Source: an optimization exercise on an open RTL-to-GDS flow (aim: small area and a short achievable clock period). Production flows keep margins and buffers that such runs may drop. Only simulation tests tie the RTL to the original design; equivalence was not proved. Power is estimated from default activity; no workload was simulated.

==> flow/design.v <==
module pipelined(
    input  logic        i_clk,
    input  logic        i_reset,
    input  logic [31:0] i_io_sw,
    output logic [31:0] o_imem_addr,
    input  logic [31:0] i_imem_rdata,
    output logic [15:0] o_dmem_addr,
    output logic [31:0] o_dmem_wdata,
    output logic [3:0]  o_dmem_bmask,
    output logic        o_dmem_wren,
    input  logic [31:0] i_dmem_rdata,
    output logic [31:0] o_io_ledr,
    output logic [31:0] o_io_ledg,
    output logic [31:0] o_io_lcd,
    output logic [6:0]  o_io_hex0,
    output logic [6:0]  o_io_hex1,
    output logic [6:0]  o_io_hex2,
    output logic [6:0]  o_io_hex3,
    output logic [6:0]  o_io_hex4,
    output logic [6:0]  o_io_hex5,
    output logic [6:0]  o_io_hex6,
    output logic [6:0]  o_io_hex7,
    output logic [31:0] o_pc_debug,
    output logic        o_insn_vld,
    output logic        o_ctrl,
    output logic        o_mispred
);
localparam logic [6:0] OP_LOAD  = 7'b0000011;
localparam logic [6:0] OP_STORE = 7'b0100011;
localparam logic [6:0] OP_IMM   = 7'b0010011;
localparam logic [6:0] OP_REG   = 7'b0110011;
localparam logic [6:0] OP_LUI   = 7'b0110111;
localparam logic [6:0] OP_AUIPC = 7'b0010111;
localparam logic [6:0] OP_JAL   = 7'b1101111;
localparam logic [6:0] OP_JALR  = 7'b1100111;
localparam logic [6:0] OP_BR    = 7'b1100011;
logic [31:0] pc_if;
logic        id_bub;
logic [31:0] pc_id, ir_id, ppc_id, mpc_id;
logic        pt_id;
logic [3:0]  gs_id;
logic        ex_bub;
logic [31:0] rs1_ex, rs2_ex, imm_ex, pc_ex, ppc_ex, mpc_ex;
logic        pt_ex;
logic [3:0]  gs_ex;
logic [6:0]  op_ex;
logic [4:0]  ra1_ex, ra2_ex, rd_ex;
logic [2:0]  f3_ex;
logic        b30_ex;
logic        asel_ex, bsel_ex;
logic        fa_m, fa_w, fa_r, fb_m, fb_w, fb_r, fd_m;
logic [31:0] pc_mem, alu_mem, st_mem;
logic [3:0]  bm_mem;
logic        wren_mem;
logic [4:0]  rd_mem;
logic [2:0]  f3_mem;
logic        memrw_mem, regwen_mem, wbpc_mem, wbld_mem, vld_mem, misp_mem, isld_mem, isct_mem;
logic [31:0] pc4_wb, alu_wb, ld_wb;
logic [4:0]  rd_wb;
logic        regwen_wb, wbpc_wb, wbld_wb, misp_wb, isct_wb;
logic [1:0]  scnt;
logic        stall_L;
logic [3:0]        ghr;
logic [15:0]       bv;
logic [15:0][25:0] btag;
logic [15:0][31:0] btgt;
logic [15:0][1:0]  bctr;
logic [31:1]       rv;
logic [31:1][31:0] rf;
logic [31:0]       rvw;
logic [31:0][31:0] rfw;
logic [4:0][31:0]  io_reg;
logic [31:0]       sw_reg;
wire [6:0] op_id  = ir_id[6:0];
wire [6:0] opv_id = id_bub ? 7'd0 : op_id;
wire [2:0] f3_id  = ir_id[14:12];
logic d_asel, d_bsel;
logic [31:0] imm_id;
always_comb begin
    d_asel = 1'b0;
    d_bsel = 1'b0;
    case (op_id)
        OP_IMM, OP_JALR, OP_LUI: d_bsel = 1'b1;
        OP_LOAD:  if (~(f3_id[1] & (f3_id[0] | f3_id[2]))) d_bsel = 1'b1;
        OP_AUIPC, OP_JAL: begin d_bsel = 1'b1; d_asel = 1'b1; end
        OP_BR:    if (f3_id[2] | ~f3_id[1]) begin d_bsel = 1'b1; d_asel = 1'b1; end
        OP_STORE: if (~(f3_id[1] & f3_id[0]) & ~f3_id[2]) d_bsel = 1'b1;
        default: ;
    endcase
    case (op_id)
        OP_LUI, OP_AUIPC: imm_id = {ir_id[31:12], 12'b0};
        OP_JAL:   imm_id = {{12{ir_id[31]}}, ir_id[19:12], ir_id[20], ir_id[30:21], 1'b0};
        OP_BR:    imm_id = {{20{ir_id[31]}}, ir_id[7], ir_id[30:25], ir_id[11:8], 1'b0};
        OP_STORE: imm_id = {{20{ir_id[31]}}, ir_id[31:25], ir_id[11:7]};
        default:  imm_id = {{20{ir_id[31]}}, ir_id[31:20]};
    endcase
end
wire [31:0] wd = wbld_wb ? ld_wb : (wbpc_wb ? pc4_wb : alu_wb);
wire        we = regwen_wb & (rd_wb != 5'd0);
wire [4:0] ra1_id = ir_id[19:15];
wire [4:0] ra2_id = ir_id[24:20];
assign rvw = {rv, 1'b0};
assign rfw = {rf, 32'b0};
wire [31:0] rd1 = (we && rd_wb == ra1_id) ? wd : (rvw[ra1_id] ? rfw[ra1_id] : 32'b0);
wire [31:0] rd2 = (we && rd_wb == ra2_id) ? wd : (rvw[ra2_id] ? rfw[ra2_id] : 32'b0);
wire [31:0] rs1_id = (ra1_id == 5'd0) ? 32'b0 : rd1;
wire [31:0] rs2_id = (ra2_id == 5'd0) ? 32'b0 : rd2;
wire [6:0] opv_ex = ex_bub ? 7'd0 : op_ex;
wire isB    = (opv_ex == OP_BR);
wire isJAL  = (opv_ex == OP_JAL);
wire isJALR = (opv_ex == OP_JALR);
wire isJ    = isJAL | isJALR;
wire isLd   = (opv_ex == OP_LOAD);
wire isSt   = (opv_ex == OP_STORE);
wire isRI   = (opv_ex == OP_REG) | (opv_ex == OP_IMM);
wire isU    = (opv_ex == OP_LUI) | (opv_ex == OP_AUIPC);
wire ex_regwen = isRI | isU | isJ | (isLd & ~(f3_ex[1] & (f3_ex[0] | f3_ex[2])));
wire ex_memrw  = isSt & ~f3_ex[2] & ~(f3_ex[1] & f3_ex[0]);
wire ex_vld    = isRI | isU | isJ | isB | isLd | isSt;
wire asel_g    = asel_ex & ~ex_bub;
wire bsel_g    = bsel_ex & ~ex_bub;
wire id_nohaz = (opv_id == OP_JAL) | (opv_id == OP_LUI) | (opv_id == OP_AUIPC);
wire hz3   = ~id_nohaz & isLd;
wire hz2   = ~id_nohaz & ~isLd & isld_mem;
wire stall = (scnt != 2'd0) | hz3 | hz2;
wire [31:0] fwdA = ({32{fa_m}} & alu_mem) | ({32{fa_w}} & alu_wb) | ({32{fa_r}} & rs1_ex);
wire [31:0] fwdB = ({32{fb_m}} & alu_mem) | ({32{fb_w}} & alu_wb) | ({32{fb_r}} & rs2_ex);
wire [31:0] opA  = asel_g ? pc_ex : fwdA;
wire [31:0] opB  = bsel_g ? imm_ex : fwdB;
wire sub = isRI & ((f3_ex == 3'd0 & op_ex[5] & b30_ex) | (f3_ex[2:1] == 2'b01));
wire [32:0] sum33 = {1'b0, opA} + {1'b0, opB ^ {32{sub}}} + {32'b0, sub};
wire [31:0] sum   = sum33[31:0];
wire slt  = (opA[31] ^ opB[31]) ? opA[31] : sum[31];
wire sltu = ~sum33[32];
logic [31:0] sh_in, sh_rev, sh_out, sll_out;
always_comb begin
    for (int i = 0; i < 32; i++) sh_rev[i] = opA[31-i];
    sh_in = (f3_ex == 3'd1) ? sh_rev : opA;
end
wire sh_fill = b30_ex & (f3_ex == 3'd5) & opA[31];
assign sh_out = (sh_in >> opB[4:0]) | (sh_fill ? ~(32'hffffffff >> opB[4:0]) : 32'b0);
always_comb for (int i = 0; i < 32; i++) sll_out[i] = sh_out[31-i];
logic [31:0] alu_out;
always_comb begin
    if (!isRI) alu_out = sum;
    else case (f3_ex)
        3'd0: alu_out = sum;
        3'd1: alu_out = sll_out;
        3'd2: alu_out = {31'b0, slt};
        3'd3: alu_out = {31'b0, sltu};
        3'd4: alu_out = opA ^ opB;
        3'd5: alu_out = sh_out;
        3'd6: alu_out = opA | opB;
        default: alu_out = opA & opB;
    endcase
end
wire br_eq   = (fwdA == fwdB);
wire br_lt31 = (fwdA[30:0] < fwdB[30:0]);
wire br_lt   = (fwdA[31] ^ fwdB[31]) ? (f3_ex[1] ? fwdB[31] : fwdA[31]) : br_lt31;
wire taken_b = isB & (f3_ex[2] ? (br_lt ^ f3_ex[0]) : (~f3_ex[1] & (br_eq ^ f3_ex[0])));
wire taken   = isJ | taken_b;
wire [31:0] ph = pc_ex ^ imm_ex ^ ppc_ex;
wire [31:0] pk = (pc_ex & imm_ex) | ((pc_ex ^ imm_ex) & ph);
wire eq_pc = ~ph[0] & ~|(ph[31:1] ^ pk[30:0]);
wire [31:0] rh = fwdA ^ imm_ex ^ ppc_ex;
wire [31:0] rk = (fwdA & imm_ex) | ((fwdA ^ imm_ex) & rh);
wire eq_rs = ~rh[0] & ~|(rh[31:1] ^ rk[30:0]);
wire mispred = isJAL ? ~eq_pc : isJALR ? ~eq_rs : (isB & (pt_ex ? (~taken_b | ~eq_pc) : taken_b));
wire flush   = mispred;
wire [31:0] st_fwd = fd_m ? alu_mem : rs2_ex;
wire [31:0] st_x   = sum[28] ? st_fwd : (st_fwd << {sum[1:0], 3'b0});
logic [3:0] bm_x;
always_comb begin
    if (f3_ex[1]) bm_x = 4'b1111;
    else if (f3_ex[0]) bm_x = (sum[1:0] == 2'd0) ? 4'b0011 : (sum[1:0] == 2'd2) ? 4'b1100 : 4'b0000;
    else bm_x = 4'b0001 << sum[1:0];
end
wire [3:0]  li     = ghr ^ pc_if[5:2];
wire        hit    = bv[li] & (btag[li] == pc_if[31:6]);
wire [31:0] ptgt   = hit ? btgt[li] : 32'b0;
wire [1:0]  ctr_li = bctr[li];
wire        pt_if  = hit & ctr_li[1];
wire [31:0] pc4    = pc_if + 32'd4;
wire [31:0] pnext  = mispred ? (taken ? sum : mpc_ex) : ((pt_if & taken) ? ptgt : pc4);
wire        upd    = isJ | isB;
wire [3:0]  ui     = gs_ex ^ pc_ex[5:2];
wire        uhit   = bv[ui] & (btag[ui] == pc_ex[31:6]);
wire [1:0]  ctr_ui = bctr[ui];
logic [1:0] ctr_n;
always_comb begin
    if (!uhit) ctr_n = taken ? 2'b10 : 2'b01;
    else case (ctr_ui)
        2'b00: ctr_n = taken ? 2'b01 : 2'b00;
        2'b01: ctr_n = taken ? 2'b10 : 2'b00;
        2'b10: ctr_n = taken ? 2'b11 : 2'b01;
        default: ctr_n = taken ? 2'b11 : 2'b10;
    endcase
end
wire       nE_bub = hz3 | (stall ? ex_bub : id_bub);
wire [4:0] nE_ra1 = stall ? ra1_ex : ra1_id;
wire [4:0] nE_ra2 = stall ? ra2_ex : ra2_id;
wire [6:0] nE_op  = stall ? op_ex  : op_id;
wire [2:0] nE_f3  = stall ? f3_ex  : f3_id;
wire nE_lui   = (nE_op == OP_LUI);
wire nE_exclA = (nE_op == OP_JAL) | nE_lui | (nE_op == OP_AUIPC);
wire nE_exclB = nE_exclA | (nE_op == OP_IMM) | (nE_op == OP_JALR) | (nE_op == OP_LOAD);
wire nE_memrw = (nE_op == OP_STORE) & ~nE_f3[2] & ~(nE_f3[1] & nE_f3[0]);
wire [4:0] nM_rd = stall_L ? rd_mem : rd_ex;
wire       nM_rw = stall_L ? regwen_mem : ex_regwen;
wire       nM_ok = nM_rw & (nM_rd != 5'd0);
wire       nW_ok = regwen_mem & (rd_mem != 5'd0);
wire n_fa_m = ~nE_bub & nM_ok & (nM_rd == nE_ra1) & ~nE_exclA;
wire n_fa_w = ~nE_bub & ~n_fa_m & nW_ok & (rd_mem == nE_ra1) & ~nE_exclA;
wire n_fa_r = ~nE_bub & ~n_fa_m & ~n_fa_w & ~nE_lui;
wire n_fb_m = ~nE_bub & nM_ok & (nM_rd == nE_ra2) & ~nE_exclB;
wire n_fb_w = ~nE_bub & ~n_fb_m & nW_ok & (rd_mem == nE_ra2) & ~nE_exclB;
wire n_fb_r = ~nE_bub & ~n_fb_m & ~n_fb_w;
wire n_fd_m = nM_ok & (nM_rd == nE_ra2) & nE_memrw;
wire [31:0] maddr  = alu_mem;
wire        io_we  = memrw_mem & maddr[28] & ~maddr[16];
wire        st_wd  = f3_mem[1];
wire        st_hw  = f3_mem[0];
logic [31:0] io_v;
always_comb begin
    case (maddr[14:12])
        3'd0: io_v = io_reg[0];
        3'd1: io_v = io_reg[1];
        3'd2: io_v = io_reg[2];
        3'd3: io_v = io_reg[3];
        3'd4: io_v = io_reg[4];
        default: io_v = 32'b0;
    endcase
end
wire [31:0] mem_sh = i_dmem_rdata >> {maddr[1:0], 3'b0};
wire [31:0] ld_raw = maddr[28] ? (maddr[16] ? sw_reg : io_v) : (maddr[16] ? 32'b0 : mem_sh);
wire        ld_sgn = ~f3_mem[2];
wire [31:0] ld_val = f3_mem[1] ? ld_raw :
                     f3_mem[0] ? {{16{ld_sgn & ld_raw[15]}}, ld_raw[15:0]} :
                                 {{24{ld_sgn & ld_raw[7]}}, ld_raw[7:0]};
wire rst_n = i_reset;
always_ff @(posedge i_clk or negedge rst_n)
    if (!rst_n) pc_if <= 32'b0;
    else if (isJ | ~stall) pc_if <= pnext;
always_ff @(posedge i_clk or negedge rst_n)
    if (!rst_n) id_bub <= 1'b1;
    else if (flush) id_bub <= 1'b1;
    else if (!stall) id_bub <= 1'b0;
always_ff @(posedge i_clk)
    if (!stall) begin
        pc_id <= pc_if;
        ir_id <= i_imem_rdata;
    end
always_ff @(posedge i_clk) begin
    ppc_id <= ptgt;
    mpc_id <= pc4;
    pt_id  <= pt_if;
    gs_id  <= ghr;
    ppc_ex <= ppc_id;
    mpc_ex <= mpc_id;
    pt_ex  <= pt_id;
    gs_ex  <= gs_id;
end
always_ff @(posedge i_clk or negedge rst_n)
    if (!rst_n) ex_bub <= 1'b1;
    else if (hz3 | flush) ex_bub <= 1'b1;
    else if (!stall) ex_bub <= id_bub;
always_ff @(posedge i_clk)
    if (!stall) begin
        rs1_ex  <= rs1_id;
        rs2_ex  <= rs2_id;
        pc_ex   <= pc_id;
        imm_ex  <= imm_id;
        op_ex   <= op_id;
        ra1_ex  <= ra1_id;
        ra2_ex  <= ra2_id;
        rd_ex   <= ir_id[11:7];
        f3_ex   <= f3_id;
        b30_ex  <= ir_id[30];
        asel_ex <= d_asel;
        bsel_ex <= d_bsel;
    end
always_ff @(posedge i_clk or negedge rst_n)
    if (!rst_n) begin
        fa_m <= 1'b0; fa_w <= 1'b0; fa_r <= 1'b0;
        fb_m <= 1'b0; fb_w <= 1'b0; fb_r <= 1'b0; fd_m <= 1'b0;
    end else if (flush) begin
        fa_m <= 1'b0; fa_w <= 1'b0; fa_r <= 1'b0;
        fb_m <= 1'b0; fb_w <= 1'b0; fb_r <= 1'b0; fd_m <= 1'b0;
    end else begin
        fa_m <= n_fa_m; fa_w <= n_fa_w; fa_r <= n_fa_r;
        fb_m <= n_fb_m; fb_w <= n_fb_w; fb_r <= n_fb_r; fd_m <= n_fd_m;
    end
always_ff @(posedge i_clk or negedge rst_n)
    if (!rst_n) begin
        pc_mem <= 32'b0; alu_mem <= 32'b0;
        memrw_mem <= 1'b0; regwen_mem <= 1'b0; wbpc_mem <= 1'b0; wbld_mem <= 1'b0;
        vld_mem <= 1'b0; misp_mem <= 1'b0; isld_mem <= 1'b0; isct_mem <= 1'b0; wren_mem <= 1'b0;
    end else if (!stall_L) begin
        if (isJ | ~flush) begin
            pc_mem <= ex_bub ? 32'b0 : pc_ex; alu_mem <= alu_out;
            memrw_mem <= ex_memrw; regwen_mem <= ex_regwen; wbpc_mem <= isJ; wbld_mem <= isLd;
            vld_mem <= ex_vld; misp_mem <= mispred; isld_mem <= isLd; isct_mem <= isJ | isB;
            wren_mem <= ex_memrw & ~sum[28];
        end else begin
            pc_mem <= 32'b0; alu_mem <= 32'b0;
            memrw_mem <= 1'b0; regwen_mem <= 1'b0; wbpc_mem <= 1'b0; wbld_mem <= 1'b0;
            vld_mem <= 1'b0; misp_mem <= 1'b0; isld_mem <= 1'b0; isct_mem <= 1'b0; wren_mem <= 1'b0;
        end
    end
always_ff @(posedge i_clk)
    if (!stall_L) begin
        st_mem <= st_x;
        bm_mem <= bm_x;
        rd_mem <= rd_ex;
        f3_mem <= f3_ex;
    end
always_ff @(posedge i_clk or negedge rst_n)
    if (!rst_n) begin
        regwen_wb <= 1'b0; misp_wb <= 1'b0; isct_wb <= 1'b0;
    end else begin
        regwen_wb <= regwen_mem; misp_wb <= misp_mem; isct_wb <= isct_mem;
    end
always_ff @(posedge i_clk) begin
    pc4_wb  <= pc_mem + 32'd4;
    alu_wb  <= alu_mem;
    ld_wb   <= ld_val;
    rd_wb   <= rd_mem;
    wbpc_wb <= wbpc_mem;
    wbld_wb <= wbld_mem;
end
always_ff @(posedge i_clk or negedge rst_n)
    if (!rst_n) scnt <= 2'd0;
    else if (scnt != 2'd0) scnt <= scnt - 2'd1;
    else if (hz3) scnt <= 2'd3;
    else if (hz2) scnt <= 2'd2;
always_ff @(posedge i_clk) stall_L <= isLd;
always_ff @(posedge i_clk or negedge rst_n)
    if (!rst_n) ghr <= 4'b0;
    else if (upd) ghr <= {ghr[2:0], taken};
for (genvar e = 0; e < 16; e++) begin : g_btb
    wire wr = upd & (ui == 4'(e));
    always_ff @(posedge i_clk or negedge rst_n)
        if (!rst_n) bv[e] <= 1'b0;
        else if (wr) bv[e] <= 1'b1;
    always_ff @(posedge i_clk)
        if (wr) begin
            btag[e] <= pc_ex[31:6];
            btgt[e] <= taken ? sum : 32'b0;
            bctr[e] <= ctr_n;
        end
end
always_ff @(posedge i_clk or negedge rst_n)
    if (!rst_n) rv <= '0;
    else if (we) rv[rd_wb] <= 1'b1;
for (genvar r = 1; r < 32; r++) begin : g_rf
    always_ff @(posedge i_clk)
        if (we && rd_wb == 5'(r)) rf[r] <= wd;
end
for (genvar k = 0; k < 5; k++) begin : g_io
    wire ld = io_we & (maddr[14:12] == 3'(k));
    always_ff @(posedge i_clk or negedge rst_n)
        if (!rst_n) io_reg[k] <= 32'b0;
        else if (ld) begin
            io_reg[k][7:0] <= st_mem[7:0];
            if (st_wd | st_hw) io_reg[k][15:8] <= st_mem[15:8];
            if (st_wd) io_reg[k][31:16] <= st_mem[31:16];
        end
end
always_ff @(posedge i_clk or negedge rst_n)
    if (!rst_n) sw_reg <= 32'b0;
    else sw_reg <= i_io_sw;
assign o_imem_addr  = pc_if;
assign o_dmem_addr  = alu_mem[15:0];
assign o_dmem_wdata = st_mem;
assign o_dmem_bmask = bm_mem;
assign o_dmem_wren  = wren_mem;
assign o_io_ledr    = io_reg[0];
assign o_io_ledg    = io_reg[1];
assign o_io_lcd     = io_reg[4];
assign o_io_hex0    = io_reg[2][6:0];
assign o_io_hex1    = io_reg[2][14:8];
assign o_io_hex2    = io_reg[2][22:16];
assign o_io_hex3    = io_reg[2][30:24];
assign o_io_hex4    = io_reg[3][6:0];
assign o_io_hex5    = io_reg[3][14:8];
assign o_io_hex6    = io_reg[3][22:16];
assign o_io_hex7    = io_reg[3][30:24];
assign o_pc_debug   = pc_mem;
assign o_insn_vld   = vld_mem;
assign o_ctrl       = isct_wb;
assign o_mispred    = misp_wb;
endmodule
==> flow/flow/run.sh <==
#!/bin/bash
set -o pipefail
cp standard.sh standard_sh_copy.txt
cp config.mk config_mk_copy.txt
export SETUP_SLACK_MARGIN=11
bash standard.sh 2>&1 | tee standard_run.log
==> flow/standard.sh <==
#!/bin/bash
# synth_recipe.tcl (not shown) runs the flow's synth.tcl, then flattens the netlist and writes it again
# the make line also repeats each setting of config.mk as NAME=value (left out here)
make -C /OpenROAD-flow-scripts/flow DESIGN_CONFIG=/design/flow/config.mk WORK_HOME=/design/flow/orfs CLKGATE_MAP_FILE= SYNTH_SCRIPT=/design/flow/synth_recipe.tcl "${@:-finish}"
==> flow/config.mk <==
export PLATFORM = sky130hd
export DESIGN_NAME = pipelined
export DESIGN_NICKNAME = pipelined
export VERILOG_FILES = /design/flow/design.v
export SDC_FILE = /design/flow/constraint.sdc
export NUM_CORES = 4
export LEC_CHECK = 0
export CAP_MARGIN = 20
export CORE_MARGIN = 2
export CORE_UTILIZATION = 30
export SLEW_MARGIN = 20
==> flow/constraint.sdc <==
create_clock -name core_clock -period 15.0 [get_ports {i_clk}]
set_input_delay 3.0000 -clock core_clock [delete_from_list [all_inputs] [get_ports {i_clk}]]
set_output_delay 3.0000 -clock core_clock [all_outputs]
set_load 0.01 [all_outputs]
==> qor_table.md, run 1 <==
| Quantity | This run | Unit |
|:---|:---|:---|
| Cell with the largest stage delay on the worst path | dfrtp_2 | - |
| Max_slew headroom | 0.172 | - |
| Area leader, netlist | edfxtp_1 | - |
| Sequential-to-total area share from yosys stat | 0.595 | - |
| Slew at the pin closest to its max-slew limit | 1.24 | ns |
| Cell-internal power | 22.5 | mW |
| Leakage power figure | 59.4 | nW |
| Vert. Die Dim | 674 | microns |
| FF-to-FF path depth | 19 | - |
| Final worst clock skew | 0.0666 | ns |
| Total core area | 448000 | sq um |
| Detailed-placement wirelength estimate | 327000 | microns |
| Layout Nets | 9792 | - |
| Final setup violation count | 0 | - |
| End point of the most critical hold path | ppc_ex[3]$_DFF_P_ | - |
| CTS root buf | clkbuf_16 | - |
| Cell occurring most often along the worst timing path | buf_12 | - |
| Top cells by area, synth | edfxtp_1 (49%), mux4_2 (17%), dfrtp_1 (6.7%) | - |
| Crit path kind | reg -> reg | - |
| Share of total power consumed by net switching | 0.405 | - |
| Tmin final | 4.79 | ns |
| Worst-path maximum fanout | 8 | - |
| Antenna-violating nets left | 0 | - |
| Worst flop-to-flop path startpoint | fa_m$_DFF_PN0_ | - |
| Count of warnings emitted by yosys | 1 | - |
| Worst Hold Depth | 0 | - |
| Post-Synthesis Cells | 8415 | - |
| PortBufs | 369 | - |
| Part of the power in the clock network | 0.200 | - |
| Tcrit/Tclk final | 0.319 | - |
| Instance count after placement with tap cells included | 14300 | - |
| Post-Layout Cell Count | 15700 | - |
| DR WL/cell | 33.8 | microns |
| Skew-Pair Late Insertion Delay | 0.94 | ns |
| Seq pwr share | 0.281 | - |
| IR Drop Worst-Case VDD | 0.000268 | V |
| Register bit total from synthesis | 2819 | - |
| Proportion of netlist area held by the largest area contributor | 0.488 | - |
| Total placed instance area | 146000 | sq um |
| Syn-to-layout area delta | 24.9 | % |
| Switching pwr | 15.4 | mW |
| Top achievable clock speed | 0.209 | GHz |
| Starting density of the core | 0.301 | - |
| Data required, critical path | 15.61 | ns |
| Total number of placement rows | 246 | - |
| First-iteration detailed-routing DRC count | 12400 | - |
| CP Data Arrival Time | 5.40 | ns |
| Synth Flop Type | edfxtp_1 | - |
| Vias in the first global route | 88800 | - |
| Largest incremental delay on the critical path | 0.46 | ns |
| Sort of element at the end of the critical path | register | - |
| Global route overflow | 0 | - |
| Number of hold violations in the final report | 0 | - |
| Outcome | complete, no violations | - |
| Die ar. | 455000 | sq um |
| Clock tree from TritonCTS | done | - |
| Register containing the most flip-flops in the final layout | rf | - |
| Via density | 5.72 | - |
| Max-capacitance violation count | 0 | - |
| Crit-path cells | buf_12 > buf_16 > a222oi_1 > buf_4 > nand2_1 > o21a_1 > ha_1 > nand2_1 > o21ai_4 > a311o_1 > a41oi_4 > o311a_1 > o31ai_4 > buf_12 > xnor2_4 > clkbuf_16 > buf_12 > a31oi_4 > o221ai_2 | - |
| Clock slew seen by the registers of the worst setup and hold paths | 0.06 | ns |
| 1st-pass router iterations | 9 | - |
| Placer congestion estimate | 0.975 | - |
| Count of flip-flops with a built-in enable after synthesis | 2191 | - |
| Number of max-slew violations in the final report | 0 | - |
| Clock sink count | 2819 | - |
| Max reg flops | 992 | - |
| Final Total Pwr | 37.9 | mW |
| Vias after detailed routing | 89700 | - |
| Ports placed on the boundary | 370 | - |
| Largest net degree at the start of global routing | 105 | - |
| Number of antenna violations at the first check in global routing | 42 | - |
| Wire length of the first global-routing pass | 724000 | microns |
| Synthesized netlist net count | 8717 | - |
| Number of distinct library cells after synthesis | 92 | - |
| Setup TNS | 0 | ns |
| Fraction of layout instances using a drive strength above 1 | 0.387 | - |
| TritonCTS Buffers | 301 | - |
| CTS Buffer Depth | 4 | - |
| Biggest registers after layout | rf x992, btgt x512, btag x416 | - |
| Floorplan die width | 674 | microns |
| DRC viols | 0 | - |
| Proportion of synthesized flip-flops having asynchronous set or reset | 0.128 | - |
| Combinational share of power | 0.518 | - |
| Worst hold path startpoint | ppc_id[3]$_DFF_P_ | - |
| Final design instance area without fill | 168000 | sq um |
| Average footprint of a synthesized cell | 16.0 | sq um |
| Synth Cell Area | 135000 | sq um |
| P per Cell Area | 225 | nW/um^2 |
| Critical path startpoint category | register | - |
| Overall routing resource usage | 0.225 | - |
| HP Class | reg -> reg | - |
| Worst-case register-to-register setup slack | 10.21 | ns |
| Unrepaired setup endpoints after global routing | true | - |
| H-tree level count | 5 | - |
| Reg-to-Reg End | st_mem[23]$_DFFE_PN_ | - |
| Total wire length | 531000 | microns |
==> how the worst max path moves through the flow <==
stage,from,endpoint,slack [ns],cells past startpoint
3_5_place_dp,ghr[0]$_DFFE_PN0P_,pc_if[3]$_DFFE_PN0P_,7.54,12
5_1_grt,fa_m$_DFF_PN0_,pc_if[6]$_DFFE_PN0P_,10.10,23
4_1_cts,fb_m$_DFF_PN0_,st_mem[20]$_DFFE_PN_,10.23,20
6_report,fa_m$_DFF_PN0_,st_mem[23]$_DFFE_PN_,10.21,19
2_1_floorplan,ir_id[4]$_DFFE_PP_,fa_m$_DFF_PN0_,9.68,12
3_3_place_gp,ghr[0]$_DFFE_PN0P_,pc_if[3]$_DFFE_PN0P_,7.57,12
==> power groups by stage <==
stage / sequential (mW) / combinational, mW / clock (mW)
2_1_floorplan: 10.5 / 9.55 / 0
3_3_place_gp: 10.9 / 14.9 / 0
3_5_place_dp: 10.9 / 15.0 / 0
4_1_cts: 10.6 / 18.6 / 7.67
5_1_grt: 10.7 / 20.3 / 7.98
6_report: 10.7 / 19.6 / 7.59
==> layout make-up <==
cell class	instances	area (sq um)
Antenna cell	11	27.5
Multi-Input combinational cell	4614	53800
Timing Repair inverter	3	22.5
Clock inverter	170	1670
Sequential cell	2819	80300
Inverter	261	1030
Clock buffer	375	8220
Tap cell	5952	7450
Fill cell	41500	280000
Timing Repair Buffer	1490	15900
==> kinds of logic (layout without fill, tap and decap cells) <==
group	count (synthesis)	count (layout)	share of synthesized area
AO/OA/AOI/OAI	1220	1221	0.0649
other	0	11	0
adder cells (fa/ha/maj)	205	205	0.0225
AND/OR/NAND/NOR	1197	1206	0.0418
multiplexers	1682	1682	0.223
flip-flops	2819	2819	0.595
buffers and inverters	993	2299	0.0337
XOR/XNOR	299	300	0.0195
==> critical path: cells and delay by family, from the launching register on <==
family	cells	cell delay, ns
and+or+nand+nor	2	0.25
xor gates and xnor gates	1	0.08
AOI/OAI and AO/OA	9	2.15
DFF	1	0.46
adders and majority gates	1	0.43
buffers and inverters	6	1.07
==> Yosys cell counts, types with 27 or more instances <==
| cell | count |
|---|---|
| edfxtp_1 | 2191 |
| mux4_2 | 1019 |
| mux2i_1 | 390 |
| nand2_1 | 379 |
| clkbuf_1 | 368 |
| dfrtp_1 | 359 |
| nor2_1 | 345 |
| mux2_2 | 269 |
| dfxtp_1 | 267 |
| inv_1 | 258 |
| a21oi_1 | 253 |
| o21ai_0 | 186 |
| buf_4 | 175 |
| xnor2_1 | 169 |
| ha_1 | 141 |
| buf_1 | 135 |
| xor2_1 | 128 |
| a22o_1 | 99 |
| nand3_1 | 82 |
| a222oi_1 | 66 |
| o22a_1 | 66 |
| fa_1 | 63 |
| a21o_1 | 61 |
| nor3_1 | 60 |
| nor2b_1 | 58 |
| nand4_1 | 56 |
| a22oi_1 | 48 |
| buf_2 | 44 |
| and2_1 | 40 |
| o22ai_1 | 39 |
| o21a_1 | 38 |
| o21bai_1 | 34 |
| a221oi_1 | 33 |
| o221ai_1 | 33 |
| a211oi_1 | 32 |
| o211ai_1 | 30 |
| o31ai_1 | 28 |
| nand2b_1 | 27 |
| nor4_1 | 27 |
==> per-layer routing <==
layer,vias up,GRT usage,wire length (microns)
met3,1222,0.0494,50100
met5,-,0,122
met2,5260,0.368,253000
li1,35700,-,-
met4,18,0.112,31800
met1,47500,0.283,196000
==> per-stage QoR <==
stage	hold WS (ns)	utilization	setup WS, ns
floorplan	0.310	-	9.68
global placement	0.310	0.325	7.57
detailed placement	0.312	0.325	7.54
CTS	0.322	0.370	10.23
global route	0.326	0.376	10.10
finish	0.325	0.376	10.21
==> layout by cell type (no fill, tap or decap), types with 104 or more instances in the layout <==
master,netlist,final
a21oi_1,253,226
buf_12,3,116
buf_4,175,758
buf_6,5,295
clkbuf_16,0,323
dfrtp_1,359,295
dfxtp_1,267,260
edfxtp_1,2191,2191
ha_1,141,119
inv_1,258,242
mux2_2,269,267
mux2i_1,390,355
mux4_2,1019,1019
nand2_1,379,365
nor2_1,345,275
o21ai_0,186,140
xnor2_1,169,143
xor2_1,128,104
==> repair_timing <==
item,4_1_cts,5_1_grt
hold buffers,0,0
pin swaps,202,126
gates cloned,71,17
gates resized for setup,2281,202
buffers inserted,577,165
setup endpoints to repair,2229,1212
==> run 2: changes to the inputs <==
--- a/flow/design.v
+++ b/flow/design.v
@@ -103,4 +103,13 @@
 assign rfw = {rf, 32'b0};
-wire [31:0] rd1 = (we && rd_wb == ra1_id) ? wd : (rvw[ra1_id] ? rfw[ra1_id] : 32'b0);
-wire [31:0] rd2 = (we && rd_wb == ra2_id) ? wd : (rvw[ra2_id] ? rfw[ra2_id] : 32'b0);
+logic [31:0] rf1, rf2;
+always_comb begin
+    rf1 = 32'b0;
+    rf2 = 32'b0;
+    for (int r = 1; r < 32; r++) begin
+        rf1 = rf1 | ({32{(ra1_id == 5'(r)) & rv[r]}} & rf[r]);
+        rf2 = rf2 | ({32{(ra2_id == 5'(r)) & rv[r]}} & rf[r]);
+    end
+end
+wire [31:0] rd1 = (we && rd_wb == ra1_id) ? wd : rf1;
+wire [31:0] rd2 = (we && rd_wb == ra2_id) ? wd : rf2;
 wire [31:0] rs1_id = (ra1_id == 5'd0) ? 32'b0 : rd1;
@@ -169,4 +178,8 @@
 wire flush   = mispred;
+wire [12:0] a_lo  = {1'b0, fwdA[11:0]} + {1'b0, imm_ex[11:0]};
+wire        a_s   = imm_ex[31];
+wire        a_c28 = a_s ? (a_lo[12] | (|fwdA[27:12])) : (a_lo[12] & (&fwdA[27:12]));
+wire        st_io = fwdA[28] ^ a_s ^ a_c28;
 wire [31:0] st_fwd = fd_m ? alu_mem : rs2_ex;
-wire [31:0] st_x   = sum[28] ? st_fwd : (st_fwd << {sum[1:0], 3'b0});
+wire [31:0] st_x   = st_io ? st_fwd : (st_fwd << {sum[1:0], 3'b0});
 logic [3:0] bm_x;
@@ -178,5 +191,22 @@
 wire [3:0]  li     = ghr ^ pc_if[5:2];
-wire        hit    = bv[li] & (btag[li] == pc_if[31:6]);
-wire [31:0] ptgt   = hit ? btgt[li] : 32'b0;
-wire [1:0]  ctr_li = bctr[li];
+wire [3:0]  ui     = gs_ex ^ pc_ex[5:2];
+logic [25:0] tag_li, tag_ui;
+logic [31:0] tgt_li;
+logic [1:0]  ctr_li, ctr_ui;
+logic        v_li, v_ui;
+always_comb begin
+    tag_li = '0; tgt_li = '0; ctr_li = '0; v_li = 1'b0;
+    tag_ui = '0; ctr_ui = '0; v_ui = 1'b0;
+    for (int e = 0; e < 16; e++) begin
+        if (li == 4'(e)) begin
+            tag_li = tag_li | btag[e]; tgt_li = tgt_li | btgt[e];
+            ctr_li = ctr_li | bctr[e]; v_li = v_li | bv[e];
+        end
+        if (ui == 4'(e)) begin
+            tag_ui = tag_ui | btag[e]; ctr_ui = ctr_ui | bctr[e]; v_ui = v_ui | bv[e];
+        end
+    end
+end
+wire        hit    = v_li & (tag_li == pc_if[31:6]);
+wire [31:0] ptgt   = hit ? tgt_li : 32'b0;
 wire        pt_if  = hit & ctr_li[1];
@@ -185,5 +215,3 @@
 wire        upd    = isJ | isB;
-wire [3:0]  ui     = gs_ex ^ pc_ex[5:2];
-wire        uhit   = bv[ui] & (btag[ui] == pc_ex[31:6]);
-wire [1:0]  ctr_ui = bctr[ui];
+wire        uhit   = v_ui & (tag_ui == pc_ex[31:6]);
 logic [1:0] ctr_n;
@@ -302,3 +330,3 @@
             vld_mem <= ex_vld; misp_mem <= mispred; isld_mem <= isLd; isct_mem <= isJ | isB;
-            wren_mem <= ex_memrw & ~sum[28];
+            wren_mem <= ex_memrw & ~st_io;
         end else begin
@@ -368,5 +396,3 @@
 end
-always_ff @(posedge i_clk or negedge rst_n)
-    if (!rst_n) sw_reg <= 32'b0;
-    else sw_reg <= i_io_sw;
+always_ff @(posedge i_clk) sw_reg <= i_io_sw;
 assign o_imem_addr  = pc_if;
==> flow/flow/run.sh (replaced) <==
#!/bin/bash
# The standard layout (standard.sh), tuned:
#  - timing repair aims at an 11 ns setup margin, i.e. well below the 15 ns
#    period, repairing only the worst path (TNS_END_PERCENT 0 in config.mk);
#  - repair may resize across cell footprints;
#  - larger CTS sink clusters without dummy loads (smaller clock tree).
set -o pipefail
export SETUP_SLACK_MARGIN=11
export CTS_ARGS="-sink_clustering_enable -repair_clock_nets -sink_clustering_size 25 -sink_clustering_max_diameter 100 -dont_use_dummy_load"
bash standard.sh MATCH_CELL_FOOTPRINT=0 finish 2>&1 | tee standard_run.log
--- a/flow/config.mk
+++ b/flow/config.mk
@@ -9,3 +9,4 @@
 export CORE_MARGIN = 2
-export CORE_UTILIZATION = 30
+export CORE_UTILIZATION = 50
 export SLEW_MARGIN = 20
+export TNS_END_PERCENT = 0
==> run 2 against run 1 <==
Net effect: still clean on timing, DRC and antenna; clock skew grew 0.054 ns; power decreased by 16%; sequential power is essentially flat; worst setup slack got worse by 0.24 ns; critical path depth fell by 11; non-clock buffer count decreased by 487; critical endpoint is now rs2_ex[2]$_SDFFCE_PN0P_.
==> qor_table.md, run 2 <==
| Quantity | This run | Unit | Change |
|:---|:---|:---|:---|
| Outcome | complete, no violations | - |  |
| Met1 WL | 217000 | microns | +10% |
| Area leader, netlist | edfxtp_1 | - |  |
| Slew at the pin closest to its max-slew limit | 1.25 | ns | +0.0123 ns |
| Most instantiated cells after synthesis | edfxtp_1 (2191), a22oi_1 (723), nand2_1 (635), clkbuf_1 (508), nor2_1 (410) | - |  |
| Overall routing resource usage | 0.451 | - | +0.225 |
| Starting density of the core | 0.504 | - | +0.203 |
| Skew-Pair Late Insertion Delay | 0.88 | ns | -0.06 ns |
| Top metal layer carrying routed signals | met5 | - |  |
| Register area | 80100 | sq um | -0.22% |
| Proportion of synthesized flip-flops having asynchronous set or reset | 0.117 | - | -0.0114 |
| Count of hold-fix buffers inserted at cts | 0 | - | unchanged |
| Synth Cell Area | 128000 | sq um | -4.9% |
| Register bit total from synthesis | 2819 | - | unchanged |
| Vias in the first global route | 95100 | - | +7.1% |
| Total core area | 254000 | sq um | -43% |
| CTS Buffer Depth | 3 | - | -1 |
| Number of antenna violations at the first check in global routing | 66 | - | +57% |
| Detailed-placement wirelength estimate | 368000 | microns | +13% |
| Vias after detailed routing | 103000 | - | +15% |
| Footprint of the multi-input gates | 45600 | sq um | -15% |
| Sort of element at the end of the critical path | register | - |  |
| Most common cell after layout, fill and taps aside | edfxtp_1 | - |  |
| Crit path kind | reg -> reg | - |  |
| Commonest non-fill, non-tap cells in the layout | edfxtp_1 (2191), a22oi_1 (723), nand2_1 (627) | - |  |
| Layout Nets | 10300 | - | +5.3% |
| Synthesized netlist net count | 10000 | - | +15% |
| Clock slew seen by the registers of the worst setup and hold paths | 0.11 | ns | +0.05 ns |
| Synth Flop Type | edfxtp_1 | - |  |
| Biggest registers after layout | rf x992, btgt x512, btag x416 | - |  |
| P per Cell Area | 221 | nW/um^2 | -2.0% |
| Library cell with the highest instance count after synthesis | edfxtp_1 | - |  |
| Proportion of netlist area held by the largest area contributor | 0.513 | - | +0.0253 |
| 1st-pass router iterations | 13 | - | +4 |
| Floorplan die width | 510 | microns | -24% |
| Top achievable clock speed | 0.199 | GHz | -4.7% |
| Max-capacitance violation count | 0 | - | unchanged |
| TritonCTS Buffers | 138 | - | -54% |
| CP Data Arrival Time | 5.47 | ns | +0.07 ns |
| Data required, critical path | 15.45 | ns | -0.16 ns |
| Final setup violation count | 0 | - | unchanged |
| Final design instance area without fill | 144000 | sq um | -14% |
| Antenna-violating nets left | 0 | - | unchanged |
| HP Class | reg -> reg | - |  |
| Sequential-to-total area share from yosys stat | 0.624 | - | +0.0296 |
| Clock tree from TritonCTS | done | - |  |
| Unrepaired setup endpoints after global routing | true | - |  |
| Number of max-slew violations in the final report | 0 | - | unchanged |
| First-iteration detailed-routing DRC count | 22600 | - | +82% |
| Total number of placement rows | 185 | - | -25% |
| Syn-to-layout area delta | 12.5 | % |  |
| Number of hold violations in the final report | 0 | - | unchanged |
| Leakage power figure | 53.4 | nW | -10% |
| Count of flip-flops with a built-in enable after synthesis | 2191 | - | unchanged |
| Count of warnings emitted by yosys | 1 | - | unchanged |
| Vert. Die Dim | 510 | microns | -24% |
| Max_slew headroom | 0.164 | - | -0.00818 |
| Fraction of layout instances using a drive strength above 1 | 0.158 | - | -0.229 |
| PortBufs | 369 | - | unchanged |
| Critical path startpoint category | register | - |  |
| Detail Route met3 WL | 97900 | microns | +95% |
| IR Drop Worst-Case VDD | 0.000200 | V | -25% |
| Via density | 7.68 | - | +34% |
| Register containing the most flip-flops in the final layout | rf | - |  |
| WL met2 | 246000 | microns | -2.9% |
| Clock sink count | 2819 | - | unchanged |
| Post-Synthesis Cells | 9707 | - | +15% |
| Total wire length | 603000 | microns | +14% |
| DR WL/cell | 45.0 | microns | +33% |
| Placer congestion estimate | 1.07 | - | +10% |
| Wire length of the first global-routing pass | 807000 | microns | +12% |
| Total placed instance area | 136000 | sq um | -6.4% |
| Worst-path maximum fanout | 17 | - | +9 |
| Global route overflow | 0 | - | unchanged |
| DRC viols | 0 | - | unchanged |
| Die ar. | 260000 | sq um | -43% |
| Top cells by area, synth | edfxtp_1 (51%), dfrtp_1 (6.4%), dfxtp_1 (4.7%) | - |  |
| Largest net degree at the start of global routing | 114 | - | +8.6% |
| Setup TNS | 0 | ns | unchanged |
| Number of distinct library cells after synthesis | 108 | - | +17% |
| CTS root buf | clkbuf_16 | - |  |
| Average footprint of a synthesized cell | 13.2 | sq um | -18% |
| Max reg flops | 992 | - | unchanged |
| Tcrit/Tclk final | 0.335 | - | +0.0159 |
| Tmin final | 5.02 | ns | +0.238 ns |
| Ports placed on the boundary | 370 | - | unchanged |
| Final worst clock skew | 0.120 | ns | +0.0536 ns |
| H-tree level count | 4 | - | -1 |
| Filler cells | 20500 | - | -51% |
## run 2: power breakdown
group / leakage [nW] / internal [mW] / total, mW / switching, mW
Sequential: 25.8 / 9.81 / 10.7 / 0.880
Clock: 1.70 / 1.65 / 4.13 / 2.48
Combinational: 25.9 / 5.45 / 17.0 / 11.5
## run 2: worst paths after layout
| kind | from | endpoint | cells past startpoint | slack [ns] |
|---|---|---|---|---|
| min in group asynchronous | i_reset | io_reg[128]$_DFFE_PN0P_ | 1 | 2.22 |
| worst min register to register | ppc_id[11]$_DFF_P_ | ppc_ex[11]$_DFF_P_ | 0 | 0.33 |
| worst max-delay path | ir_id[23]$_DFFE_PP_ | rs2_ex[2]$_SDFFCE_PN0P_ | 8 | 9.98 |
| worst max register to register | ir_id[23]$_DFFE_PP_ | rs2_ex[2]$_SDFFCE_PN0P_ | 8 | 9.98 |
| worst min-delay path | ppc_id[11]$_DFF_P_ | ppc_ex[11]$_DFF_P_ | 0 | 0.33 |
| max in group asynchronous | i_reset | pc_mem[4]$_DFFE_PN0N_ | 3 | 10.63 |
## run 2: logic make-up after synthesis
group,after synthesis,synth area share
simple gates,2028,0.0769
xor+xnor,261,0.0182
compound gates,2666,0.160
fa+ha+maj,216,0.0248
mux,627,0.0573
flops,2819,0.624
buf+inv,1090,0.0388
## run 2: critical path, stage by stage (launching register included)
cell,delay [ns]
edfxtp_1,0.96
nor3b_1,0.63
and3_2,0.92
buf_4,0.51
a22oi_1,0.15
nand3_1,0.14
nor3_1,0.05
clkbuf_4,0.20
a211oi_1,0.99
## run 2: repair_timing
item	CTS	global route
buffers inserted	181	54
gates cloned	13	0
resized for setup	549	72
setup endpoints to repair	2015	1677
pin swaps	66	51
## run 2: layout make-up
class,instances,share of cell area
flip-flops and latches,2819,0.556
multi-input cells,5801,0.316
repair buffers,1003,0.0677
well taps,3366,0.0292
clock buffers,138,0.0240
inverters,235,0.00633
diodes,37,0.000642
repair inverters,1,0.0000521
## run 2: per-stage QoR
step,total power [mW],cells,utilization,hold WS [ns],worst slack (ns)
final,31.8,13400,0.567,0.326,9.98
after floorplan,18.5,9707,-,0.310,10.43
after detailed placement,25.5,13000,0.536,0.312,8.77
after global placement,25.5,13000,0.536,0.311,8.74
after CTS,30.5,13300,0.563,0.331,10.29
after global routing,32.4,13400,0.566,0.338,10.08
## run 2: metal layers
metal | vias up | global-route usage
met5 | - | 0.00475
li1 | 38800 | -
met1 | 51200 | 0.605
met3 | 2515 | 0.172
met2 | 10300 | 0.630
met4 | 35 | 0.242
==> run 3: changes to the inputs <==
--- a/flow/design.v
+++ b/flow/design.v
@@ -50,2 +50,3 @@
 logic        asel_ex, bsel_ex;
+logic        sub_ex, r_sum, r_sl, r_slt, r_slu, r_xor, r_sr, r_or, r_and, sra_ex;
 logic        fa_m, fa_w, fa_r, fb_m, fb_w, fb_r, fd_m;
@@ -78,2 +79,13 @@
 logic [31:0] imm_id;
+wire  d_ri   = (op_id == OP_REG) | (op_id == OP_IMM);
+wire  d_sub  = d_ri & ((f3_id == 3'd0 & op_id[5] & ir_id[30]) | (f3_id[2:1] == 2'b01));
+wire  d_rsum = ~d_ri | (f3_id == 3'd0);
+wire  d_rsl  = d_ri & (f3_id == 3'd1);
+wire  d_rslt = d_ri & (f3_id == 3'd2);
+wire  d_rslu = d_ri & (f3_id == 3'd3);
+wire  d_rxor = d_ri & (f3_id == 3'd4);
+wire  d_rsr  = d_ri & (f3_id == 3'd5);
+wire  d_ror  = d_ri & (f3_id == 3'd6);
+wire  d_rand = d_ri & (f3_id == 3'd7);
+wire  d_sra  = (f3_id == 3'd5) & ir_id[30];
 always_comb begin
@@ -128,4 +140,4 @@
 wire ex_vld    = isRI | isU | isJ | isB | isLd | isSt;
-wire asel_g    = asel_ex & ~ex_bub;
-wire bsel_g    = bsel_ex & ~ex_bub;
+wire asel_g    = asel_ex;
+wire bsel_g    = bsel_ex;
 wire id_nohaz = (opv_id == OP_JAL) | (opv_id == OP_LUI) | (opv_id == OP_AUIPC);
@@ -138,7 +150,8 @@
 wire [31:0] opB  = bsel_g ? imm_ex : fwdB;
-wire sub = isRI & ((f3_ex == 3'd0 & op_ex[5] & b30_ex) | (f3_ex[2:1] == 2'b01));
+wire sub = sub_ex;
 wire [32:0] sum33 = {1'b0, opA} + {1'b0, opB ^ {32{sub}}} + {32'b0, sub};
 wire [31:0] sum   = sum33[31:0];
+wire        sum_co = sum33[32];
 wire slt  = (opA[31] ^ opB[31]) ? opA[31] : sum[31];
-wire sltu = ~sum33[32];
+wire sltu = ~sum_co;
 logic [31:0] sh_in, sh_rev, sh_out, sll_out;
@@ -146,21 +159,11 @@
     for (int i = 0; i < 32; i++) sh_rev[i] = opA[31-i];
-    sh_in = (f3_ex == 3'd1) ? sh_rev : opA;
+    sh_in = r_sl ? sh_rev : opA;
 end
-wire sh_fill = b30_ex & (f3_ex == 3'd5) & opA[31];
+wire sh_fill = sra_ex & opA[31];
 assign sh_out = (sh_in >> opB[4:0]) | (sh_fill ? ~(32'hffffffff >> opB[4:0]) : 32'b0);
 always_comb for (int i = 0; i < 32; i++) sll_out[i] = sh_out[31-i];
-logic [31:0] alu_out;
-always_comb begin
-    if (!isRI) alu_out = sum;
-    else case (f3_ex)
-        3'd0: alu_out = sum;
-        3'd1: alu_out = sll_out;
-        3'd2: alu_out = {31'b0, slt};
-        3'd3: alu_out = {31'b0, sltu};
-        3'd4: alu_out = opA ^ opB;
-        3'd5: alu_out = sh_out;
-        3'd6: alu_out = opA | opB;
-        default: alu_out = opA & opB;
-    endcase
-end
+wire [31:0] alu_out = ({32{r_sum}} & sum) | ({32{r_sl}} & sll_out) | ({32{r_sr}} & sh_out)
+                     | {31'b0, (r_slt & slt) | (r_slu & sltu)}
+                     | ({32{r_xor}} & (opA ^ opB)) | ({32{r_or}} & (opA | opB))
+                     | ({32{r_and}} & (opA & opB));
 wire br_eq   = (fwdA == fwdB);
@@ -192,9 +195,12 @@
 wire [3:0]  ui     = gs_ex ^ pc_ex[5:2];
-logic [25:0] tag_li, tag_ui;
+wire        upd    = isJ | isB;
+wire [31:0] nE_pc = stall ? pc_ex : pc_id;
+wire [3:0]  nui   = gs_id ^ nE_pc[5:2];
+logic [25:0] tag_li, tag_nu;
 logic [31:0] tgt_li;
 logic [1:0]  ctr_li, ctr_ui;
-logic        v_li, v_ui;
+logic        v_li, v_nu;
 always_comb begin
     tag_li = '0; tgt_li = '0; ctr_li = '0; v_li = 1'b0;
-    tag_ui = '0; ctr_ui = '0; v_ui = 1'b0;
+    tag_nu = '0; ctr_ui = '0; v_nu = 1'b0;
     for (int e = 0; e < 16; e++) begin
@@ -204,4 +210,5 @@
         end
-        if (ui == 4'(e)) begin
-            tag_ui = tag_ui | btag[e]; ctr_ui = ctr_ui | bctr[e]; v_ui = v_ui | bv[e];
+        if (ui == 4'(e)) ctr_ui = ctr_ui | bctr[e];
+        if (nui == 4'(e)) begin
+            tag_nu = tag_nu | btag[e]; v_nu = v_nu | bv[e];
         end
@@ -209,2 +216,6 @@
 end
+wire uhit_n = (upd & (ui == nui)) ? (pc_ex[31:6] == nE_pc[31:6])
+                                  : (v_nu & (tag_nu == nE_pc[31:6]));
+logic uhit;
+always_ff @(posedge i_clk) uhit <= uhit_n;
 wire        hit    = v_li & (tag_li == pc_if[31:6]);
@@ -213,5 +224,6 @@
 wire [31:0] pc4    = pc_if + 32'd4;
-wire [31:0] pnext  = mispred ? (taken ? sum : mpc_ex) : ((pt_if & taken) ? ptgt : pc4);
-wire        upd    = isJ | isB;
-wire        uhit   = v_ui & (tag_ui == pc_ex[31:6]);
+wire [31:0] tgt_pc = pc_ex + imm_ex;
+wire [31:0] tgt_rs = fwdA + imm_ex;
+wire [31:0] tgt    = isJALR ? tgt_rs : tgt_pc;
+wire [31:0] pnext  = mispred ? (taken ? tgt : mpc_ex) : ((pt_if & taken) ? ptgt : pc4);
 logic [1:0] ctr_n;
@@ -291,5 +303,9 @@
 always_ff @(posedge i_clk or negedge rst_n)
-    if (!rst_n) ex_bub <= 1'b1;
-    else if (hz3 | flush) ex_bub <= 1'b1;
-    else if (!stall) ex_bub <= id_bub;
+    if (!rst_n) begin
+        ex_bub <= 1'b1; asel_ex <= 1'b0; bsel_ex <= 1'b0;
+    end else if (hz3 | flush) begin
+        ex_bub <= 1'b1; asel_ex <= 1'b0; bsel_ex <= 1'b0;
+    end else if (!stall) begin
+        ex_bub <= id_bub; asel_ex <= d_asel & ~id_bub; bsel_ex <= d_bsel & ~id_bub;
+    end
 always_ff @(posedge i_clk)
@@ -306,4 +322,12 @@
         b30_ex  <= ir_id[30];
-        asel_ex <= d_asel;
-        bsel_ex <= d_bsel;
+        sub_ex  <= d_sub;
+        r_sum   <= d_rsum;
+        r_sl    <= d_rsl;
+        r_slt   <= d_rslt;
+        r_slu   <= d_rslu;
+        r_xor   <= d_rxor;
+        r_sr    <= d_rsr;
+        r_or    <= d_ror;
+        r_and   <= d_rand;
+        sra_ex  <= d_sra;
     end
@@ -375,3 +399,3 @@
             btag[e] <= pc_ex[31:6];
-            btgt[e] <= taken ? sum : 32'b0;
+            btgt[e] <= taken ? tgt : 32'b0;
             bctr[e] <= ctr_n;
==> run 3 against run 2 <==
Net effect: still clean on timing, DRC and antenna; count of clock-buffer cells in the layout is 5 higher; critical path depth is 11 higher; design area is 1.9% higher; highest routed layer unchanged; critical path type unchanged; via count is 2.5% higher; critical endpoint is now pc_if[21]$_DFFE_PN0P_.
==> qor_table.md, run 3 <==
| Quantity | This run | Unit | Change |
|:---|:---|:---|:---|
| Outcome | complete, no violations | - |  |
| Synthesized netlist net count | 10500 | - | +4.7% |
| Worst hold slack after final layout | 0.308 | ns | -0.0178 ns |
| DRC viols | 0 | - | unchanged |
| Fraction of layout instances using a drive strength above 1 | 0.158 | - | +0.000549 |
| Post-Synthesis Cells | 10100 | - | +4.5% |
| Max reg flops | 992 | - | unchanged |
| Commonest non-fill, non-tap cells in the layout | edfxtp_1 (2168), a22oi_1 (797), nand2_1 (606) | - |  |
| Final setup violation count | 0 | - | unchanged |
| Sequential-to-total area share from yosys stat | 0.615 | - | -0.00903 |
| Combinational share of power | 0.534 | - | about the same |
| Most common cell after layout, fill and taps aside | edfxtp_1 | - |  |
| First-iteration detailed-routing DRC count | 22600 | - | +0.20% |
| Layout Nets | 10800 | - | +4.5% |
| P per Cell Area | 221 | nW/um^2 | +0.35% |
| Clock slew seen by the registers of the worst setup and hold paths | 0.10 | ns | about the same |
| Cell with the largest stage delay on the worst path | a211oi_1 | - |  |
| Number of antenna violations at the first check in global routing | 34 | - | -48% |
| Starting density of the core | 0.502 | - | -0.00185 |
| Most instantiated cells after synthesis | edfxtp_1 (2168), a22oi_1 (801), nand2_1 (627), clkbuf_1 (535), nor2_1 (528) | - |  |
| Ports placed on the boundary | 370 | - | unchanged |
| Critical path startpoint category | register | - |  |
| Syn-to-layout area delta | 13.0 | % |  |
| Clock sink count | 2829 | - | +0.35% |
| Count of flip-flops with a built-in enable after synthesis | 2168 | - | -1.0% |
| Part of the power in the clock network | 0.130 | - | about the same |
| Via density | 7.61 | - | -0.88% |
| Vias after detailed routing | 105000 | - | +2.5% |
| CP Data Arrival Time | 5.85 | ns | +0.38 ns |
| Number of max-slew violations in the final report | 0 | - | unchanged |
| Sort of element at the end of the critical path | register | - |  |
| Seq pwr share | 0.336 | - | about the same |
| Crit path kind | reg -> reg | - |  |
| Final design instance area without fill | 147000 | sq um | +1.9% |
| H-tree level count | 4 | - | unchanged |
| Leakage power figure | 51.6 | nW | -3.4% |
| Worst-case register-to-register setup slack | 9.95 | ns | -0.03 ns |
| Biggest registers after layout | rf x992, btgt x512, btag x416 | - |  |
| Floorplan die width | 514 | microns | +0.71% |
| PortBufs | 369 | - | unchanged |
| Max-capacitance violation count | 0 | - | unchanged |
| Largest incremental delay on the critical path | 0.67 | ns | -0.32 ns |
| Worst Hold Depth | 0 | - | unchanged |
| Die ar. | 264000 | sq um | +1.4% |
| Setup TNS | 0 | ns | unchanged |
| Largest net degree at the start of global routing | 142 | - | +25% |
| Worst-path maximum fanout | 32 | - | +15 |
| Detailed-placement wirelength estimate | 372000 | microns | +1.1% |
| Average footprint of a synthesized cell | 12.8 | sq um | -2.9% |
| Final worst clock skew | 0.149 | ns | +0.0291 ns |
| CTS Buffer Depth | 3 | - | unchanged |
| Overall routing resource usage | 0.447 | - | -0.00364 |
| Count of warnings emitted by yosys | 1 | - | unchanged |
| Synth Cell Area | 130000 | sq um | +1.4% |
| IR Drop Worst-Case VDD | 0.000190 | V | -5.0% |
| Area leader, netlist | edfxtp_1 | - |  |
| Register containing the most flip-flops in the final layout | rf | - |  |
| HP Class | reg -> reg | - |  |
| Total core area | 259000 | sq um | +1.8% |
| Register bit total from synthesis | 2829 | - | +0.35% |
| Cell-internal power | 17.3 | mW | +2.5% |
| Vert. Die Dim | 514 | microns | +0.71% |
| Total number of placement rows | 187 | - | +1.1% |
| Number of hold violations in the final report | 0 | - | unchanged |
| Max_slew headroom | 0.147 | - | -0.0167 |
| Share of total power consumed by net switching | 0.467 | - | -0.00131 |
| Total placed instance area | 138000 | sq um | +0.97% |
| DR WL/cell | 44.3 | microns | -1.6% |
| Switching pwr | 15.2 | mW | +2.0% |
| Total wire length | 613000 | microns | +1.7% |
| Data required, critical path | 15.79 | ns | +0.34 ns |
| Clock tree from TritonCTS | done | - |  |
| Top cells by area, synth | edfxtp_1 (50%), dfrtp_1 (6.3%), dfxtp_1 (5.1%) | - |  |
| Tcrit/Tclk final | 0.337 | - | +0.00197 |
| Final Total Pwr | 32.5 | mW | +2.2% |
| Worst setup slack after placement | 7.26 | ns | -1.50 ns |
| Top achievable clock speed | 0.198 | GHz | -0.59% |
| End point of the most critical hold path | mpc_ex[0]$_DFF_P_ | - |  |
| 1st-pass router iterations | 9 | - | -4 |
| Slew at the pin closest to its max-slew limit | 1.27 | ns | +0.0153 ns |
| FF-to-FF path depth | 19 | - | +11 |
| Worst hold path startpoint | mpc_id[0]$_DFF_P_ | - |  |
| TritonCTS Buffers | 143 | - | +3.6% |
| Global route overflow | 0 | - | unchanged |
| Library cell with the highest instance count after synthesis | edfxtp_1 | - |  |
| Antenna-violating nets left | 0 | - | unchanged |
| Placer congestion estimate | 1.06 | - | -1.4% |
| Wire length of the first global-routing pass | 816000 | microns | +1.1% |
| Skew-Pair Late Insertion Delay | 0.94 | ns | +0.06 ns |
| Synth Flop Type | edfxtp_1 | - |  |
| Proportion of synthesized flip-flops having asynchronous set or reset | 0.117 | - | +0.000294 |
| CTS root buf | clkbuf_16 | - |  |
| Tmin final | 5.05 | ns | +0.0296 ns |
| Vias in the first global route | 96300 | - | +1.3% |
| Unrepaired setup endpoints after global routing | true | - |  |
| Crit-path cells | xor2_4 > buf_8 > buf_8 > nor2_1 > buf_4 > a21oi_1 > o21ai_0 > a211oi_1 > xnor2_1 > a2111oi_2 > nand4_4 > nor3_4 > buf_8 > nor2_4 > buf_4 > buf_4 > a21oi_1 > nor2_1 > nor3_1 | - |  |
| Setup ws final | 9.95 | ns | -0.0296 ns |
| Number of distinct library cells after synthesis | 107 | - | -0.93% |
| Worst flop-to-flop path startpoint | pc_if[5]$_DFFE_PN0P_ | - |  |
| Reg-to-Reg End | pc_if[21]$_DFFE_PN0P_ | - |  |
| Proportion of netlist area held by the largest area contributor | 0.501 | - | -0.0126 |
==> run 3: cell count changes after synthesis, moves of 31 or more <==
cell,before,now
mux2i_1,303,256
o21a_1,87,17
o21ai_0,238,288
nor2_1,410,528
a222oi_1,167,131
a21oi_1,222,322
ha_1,153,184
xor2_1,95,137
a211oi_1,81,133
a22oi_1,723,801
nand3_1,182,264
dfxtp_1,299,330
==> run 3: power by group through the flow <==
stage / Clock, mW / Sequential, mW / Combinational, mW
CTS: 4.19 / 10.9 / 15.8
floorplan: 0 / 10.6 / 8.49
global route: 4.43 / 10.9 / 17.7
finish: 4.22 / 10.9 / 17.4
detailed placement: 0 / 11.1 / 14.6
global placement: 0 / 11.1 / 14.5
==> run 3: worst max-delay path by stage <==
stage                               startpoint                      to  slack, ns  cells after the start
after global routing            fa_m$_DFF_PN0_  alu_mem[0]$_DFFE_PN0N_       9.95                     20
after detailed placement  pc_if[2]$_DFFE_PN0P_   pc_if[17]$_DFFE_PN0P_       7.26                     15
after CTS                     ex_bub$_DFF_PN1_      btgt[92]$_DFFE_PP_      10.06                     20
after floorplan               ex_bub$_DFF_PN1_   pc_if[28]$_DFFE_PN0P_      10.44                     22
final                     pc_if[5]$_DFFE_PN0P_   pc_if[21]$_DFFE_PN0P_       9.95                     19
after global placement    pc_if[2]$_DFFE_PN0P_   pc_if[17]$_DFFE_PN0P_       6.86                     15
==> run 3: worst max-delay path: cells and delay by family, from the launching register on <==
kind                   cells  cell delay [ns]
XOR/XNOR                   2             0.39
buffers and inverters      6             1.30
AO/OA/AOI/OAI              5             1.69
AND/OR/NAND/NOR            6             0.97
flip-flops                 1             0.51
==> run 3: cell type report <==
cell class / instances / area (sq um)
diodes: 27 / 67.6
clock buffers: 143 / 3580
fillers: 21000 / 112000
inverters: 266 / 1050
multi-input cells: 6190 / 47800
flip-flops and latches: 2829 / 80100
well taps: 3402 / 4260
repair buffers: 994 / 9980
repair inverters: 2 / 16.3
==> run 3: kinds of logic (layout without fill, tap and decap cells) <==
family	Yosys count	count (layout)	share of synthesized area
AO/OA/AOI/OAI	2896	2896	0.166
flip-flops	2829	2829	0.615
AND/OR/NAND/NOR	2179	2181	0.0799
buffers and inverters	1131	1405	0.0384
multiplexers	562	562	0.0520
XOR/XNOR	301	303	0.0206
adder cells (fa/ha/maj)	248	248	0.0276
other	0	27	0
==> run 3: what timing repair did <==
| item | 4_1_cts | 5_1_grt |
|---|---|---|
| setup buffers | 191 | 84 |
| setup endpoints to repair | 1294 | 1343 |
| gates resized for setup | 437 | 209 |
| hold buffers | 0 | 0 |
| cloned | 14 | 14 |
| pin swaps | 69 | 104 |
==> run 3: through the flow <==
step | utilization | std cells
after floorplan | - | 10100
after global placement | 0.531 | 13400
after detailed placement | 0.532 | 13400
after CTS | 0.559 | 13700
after global routing | 0.567 | 13800
final | 0.567 | 13900
==> run 3: per-layer routing <==
metal  wire [microns]  up-vias  global-route usage
met1           226000    52800               0.608
met4            40400       20               0.222
met2           250000    10100               0.625
li1                 -    40200                   -
met3            97100     2353               0.170
met5              154        -             0.00164
==> run 4: changes to the inputs <==
--- a/flow/flow/run.sh
+++ b/flow/flow/run.sh
@@ -5,5 +5,7 @@
 #  - repair may resize across cell footprints;
-#  - larger CTS sink clusters without dummy loads (smaller clock tree).
+#  - larger CTS sink clusters without dummy loads (smaller clock tree);
+#  - every port still gets a buffer, a buf_2 (repair may resize it).
 set -o pipefail
 export SETUP_SLACK_MARGIN=11
+export BUFFER_PORTS_ARGS="-buffer_cell sky130_fd_sc_hd__buf_2"
 export CTS_ARGS="-sink_clustering_enable -repair_clock_nets -sink_clustering_size 25 -sink_clustering_max_diameter 100 -dont_use_dummy_load"
==> run 4 against run 3 <==
Net effect: register-to-register slack better by 0.05 ns; clock power up 4%; sequential power about the same; via count rose by 0.56%; die area unchanged; critical endpoint is now uhit$_DFF_P_; largest cell class unchanged.
==> qor_table.md, run 4 <==
| Quantity | This run | Unit | Change |
|:---|:---|:---|:---|
| Outcome | complete, no violations | - |  |
| Total wire length | 629000 | microns | +2.6% |
| Worst hold slack after final layout | 0.321 | ns | +0.0134 ns |
| Total core area | 259000 | sq um | unchanged |
| Register containing the most flip-flops in the final layout | rf | - |  |
| Sequential-to-total area share from yosys stat | 0.615 | - | unchanged |
| Count of hold-fix buffers inserted at cts | 0 | - | unchanged |
| Via density | 7.65 | - | +0.47% |
| Tmin final | 5.01 | ns | -0.0479 ns |
| TritonCTS Buffers | 152 | - | +6.3% |
| Vias in the first global route | 97700 | - | +1.5% |
| DRC viols | 0 | - | unchanged |
| Count of flip-flops with a built-in enable after synthesis | 2168 | - | unchanged |
| Share of total power consumed by net switching | 0.472 | - | +0.00486 |
| Combinational share of power | 0.537 | - | +0.003 |
| Floorplan die width | 514 | microns | unchanged |
| Synth Cell Area | 130000 | sq um | unchanged |
| Seq pwr share | 0.331 | - | -0.005 |
| Register bit total from synthesis | 2829 | - | unchanged |
| Crit path kind | reg -> reg | - |  |
| First-iteration detailed-routing DRC count | 22000 | - | -2.5% |
| Max_slew headroom | 0.158 | - | +0.0112 |
| Area leader, netlist | edfxtp_1 | - |  |
| HP Class | reg -> reg | - |  |
| CTS Buffer Depth | 4 | - | +1 |
| Post-Layout Cell Count | 13900 | - | +0.087% |
| Final worst clock skew | 0.127 | ns | -0.0222 ns |
| Layout Nets | 10800 | - | +0.12% |
| Max reg flops | 992 | - | unchanged |
| Skew-Pair Late Insertion Delay | 0.92 | ns | -0.02 ns |
| DR WL/cell | 45.4 | microns | +2.5% |
| Complex-gate fraction of the synthesized area | 0.166 | - | unchanged |
| Post-Synthesis Cells | 10100 | - | unchanged |
| Final Total Pwr | 33.2 | mW | +2.0% |
| Worst setup slack after placement | 7.91 | ns | +0.646 ns |
| Total placed instance area | 136000 | sq um | -1.3% |
| Worst-case register-to-register setup slack | 9.99 | ns | +0.05 ns |
| Number of hold violations in the final report | 0 | - | unchanged |
| Number of distinct library cells after synthesis | 107 | - | unchanged |
| Synthesized netlist net count | 10500 | - | unchanged |
| Data required, critical path | 15.75 | ns | -0.04 ns |
| Commonest non-fill, non-tap cells in the layout | edfxtp_1 (2168), a22oi_1 (800), nand2_1 (602) | - |  |
| Area fraction in and, or, nand and nor cells after synthesis | 0.0799 | - | unchanged |
| Antenna-violating nets left | 0 | - | unchanged |
| Sort of element at the end of the critical path | register | - |  |
| Synth Flop Type | edfxtp_1 | - |  |
| Final setup violation count | 0 | - | unchanged |
| Syn-to-layout area delta | 11.8 | % |  |
| Largest net degree at the start of global routing | 108 | - | -24% |
## run 4: power groups by stage
| stage | Clock [mW] | Combinational (mW) | Sequential, mW |
|---|---|---|---|
| 2_1_floorplan | 0 | 8.49 | 10.6 |
| 3_3_place_gp | 0 | 14.7 | 11.1 |
| 3_5_place_dp | 0 | 14.7 | 11.1 |
| 4_1_cts | 4.35 | 16.5 | 10.9 |
| 5_1_grt | 4.58 | 18.1 | 11.0 |
| 6_report | 4.38 | 17.8 | 11.0 |
## run 4: cells by family after synthesis
family	Yosys count
AOI/OAI and AO/OA	2896
adders and majority gates	248
and+or+nand+nor	2179
buffers and inverters	1131
DFF	2829
xor gates and xnor gates	301
muxes	562
## run 4: per-layer routing
layer	up-vias	track usage	wire [microns]
met5	-	0	261
met4	26	0.241	43100
met3	2430	0.176	97300
met2	10200	0.645	257000
met1	53200	0.623	232000
li1	40200	-	-
## run 4: area by class of cell
| type | instances | area [sq um] | share of cell area |
|---|---|---|---|
| sequential | 2829 | 80100 | 0.551 |
| multi-input combinational | 6189 | 47800 | 0.329 |
| timing repair buffer | 1000 | 8220 | 0.0566 |
| tap | 3402 | 4260 | 0.0293 |
| clock buffer | 152 | 3800 | 0.0262 |
| inverter | 266 | 1060 | 0.00729 |
| antenna | 26 | 65.1 | 0.000448 |
| timing repair inverter | 1 | 5.00 | 0.0000344 |
## run 4: what timing repair did
item                        CTS  global route
setup endpoints to repair  1376          1442
resized for setup           449           121
pin swaps                    85            62
setup buffers               167            67
gates cloned                 35             5
## run 4: worst max-delay path: stages, from the launching register on
cell and delay [ns]:
dfrtp_1 0.40, inv_1 0.06, ha_1 0.28, nor2b_2 0.24
o21ai_4 0.10, and2_1 0.18, and2_1 0.22, or3_4 0.50
o211ai_1 0.17, buf_6 0.29, nor2_1 0.08, buf_4 0.21
a221oi_1 0.43, o22ai_1 0.13, o21ai_0 0.20, o2111a_1 0.37
nand4_1 0.31, or4_1 0.55, o21ai_1 0.16
## run 4: how the worst min path moves through the flow
stage | from | to | slack [ns] | cells after the start
floorplan | mpc_id[0]$_DFF_P_ | mpc_ex[0]$_DFF_P_ | 0.31 | 0
global placement | mpc_id[0]$_DFF_P_ | mpc_ex[0]$_DFF_P_ | 0.31 | 0
detailed placement | mpc_id[17]$_DFF_P_ | mpc_ex[17]$_DFF_P_ | 0.31 | 0
CTS | mpc_id[24]$_DFF_P_ | mpc_ex[24]$_DFF_P_ | 0.32 | 0
global route | mpc_id[24]$_DFF_P_ | mpc_ex[24]$_DFF_P_ | 0.33 | 0
finish | mpc_id[24]$_DFF_P_ | mpc_ex[24]$_DFF_P_ | 0.32 | 0

Re-timed with assumed drivers on the ports (clkbuf_16 on the clock, buf_2 on other inputs), run 4 has 9.984 ns of setup slack against 9.995 ns with ideal ports, and 9.532 ns once port delays also move by the mid clock arrival of 0.970 ns.
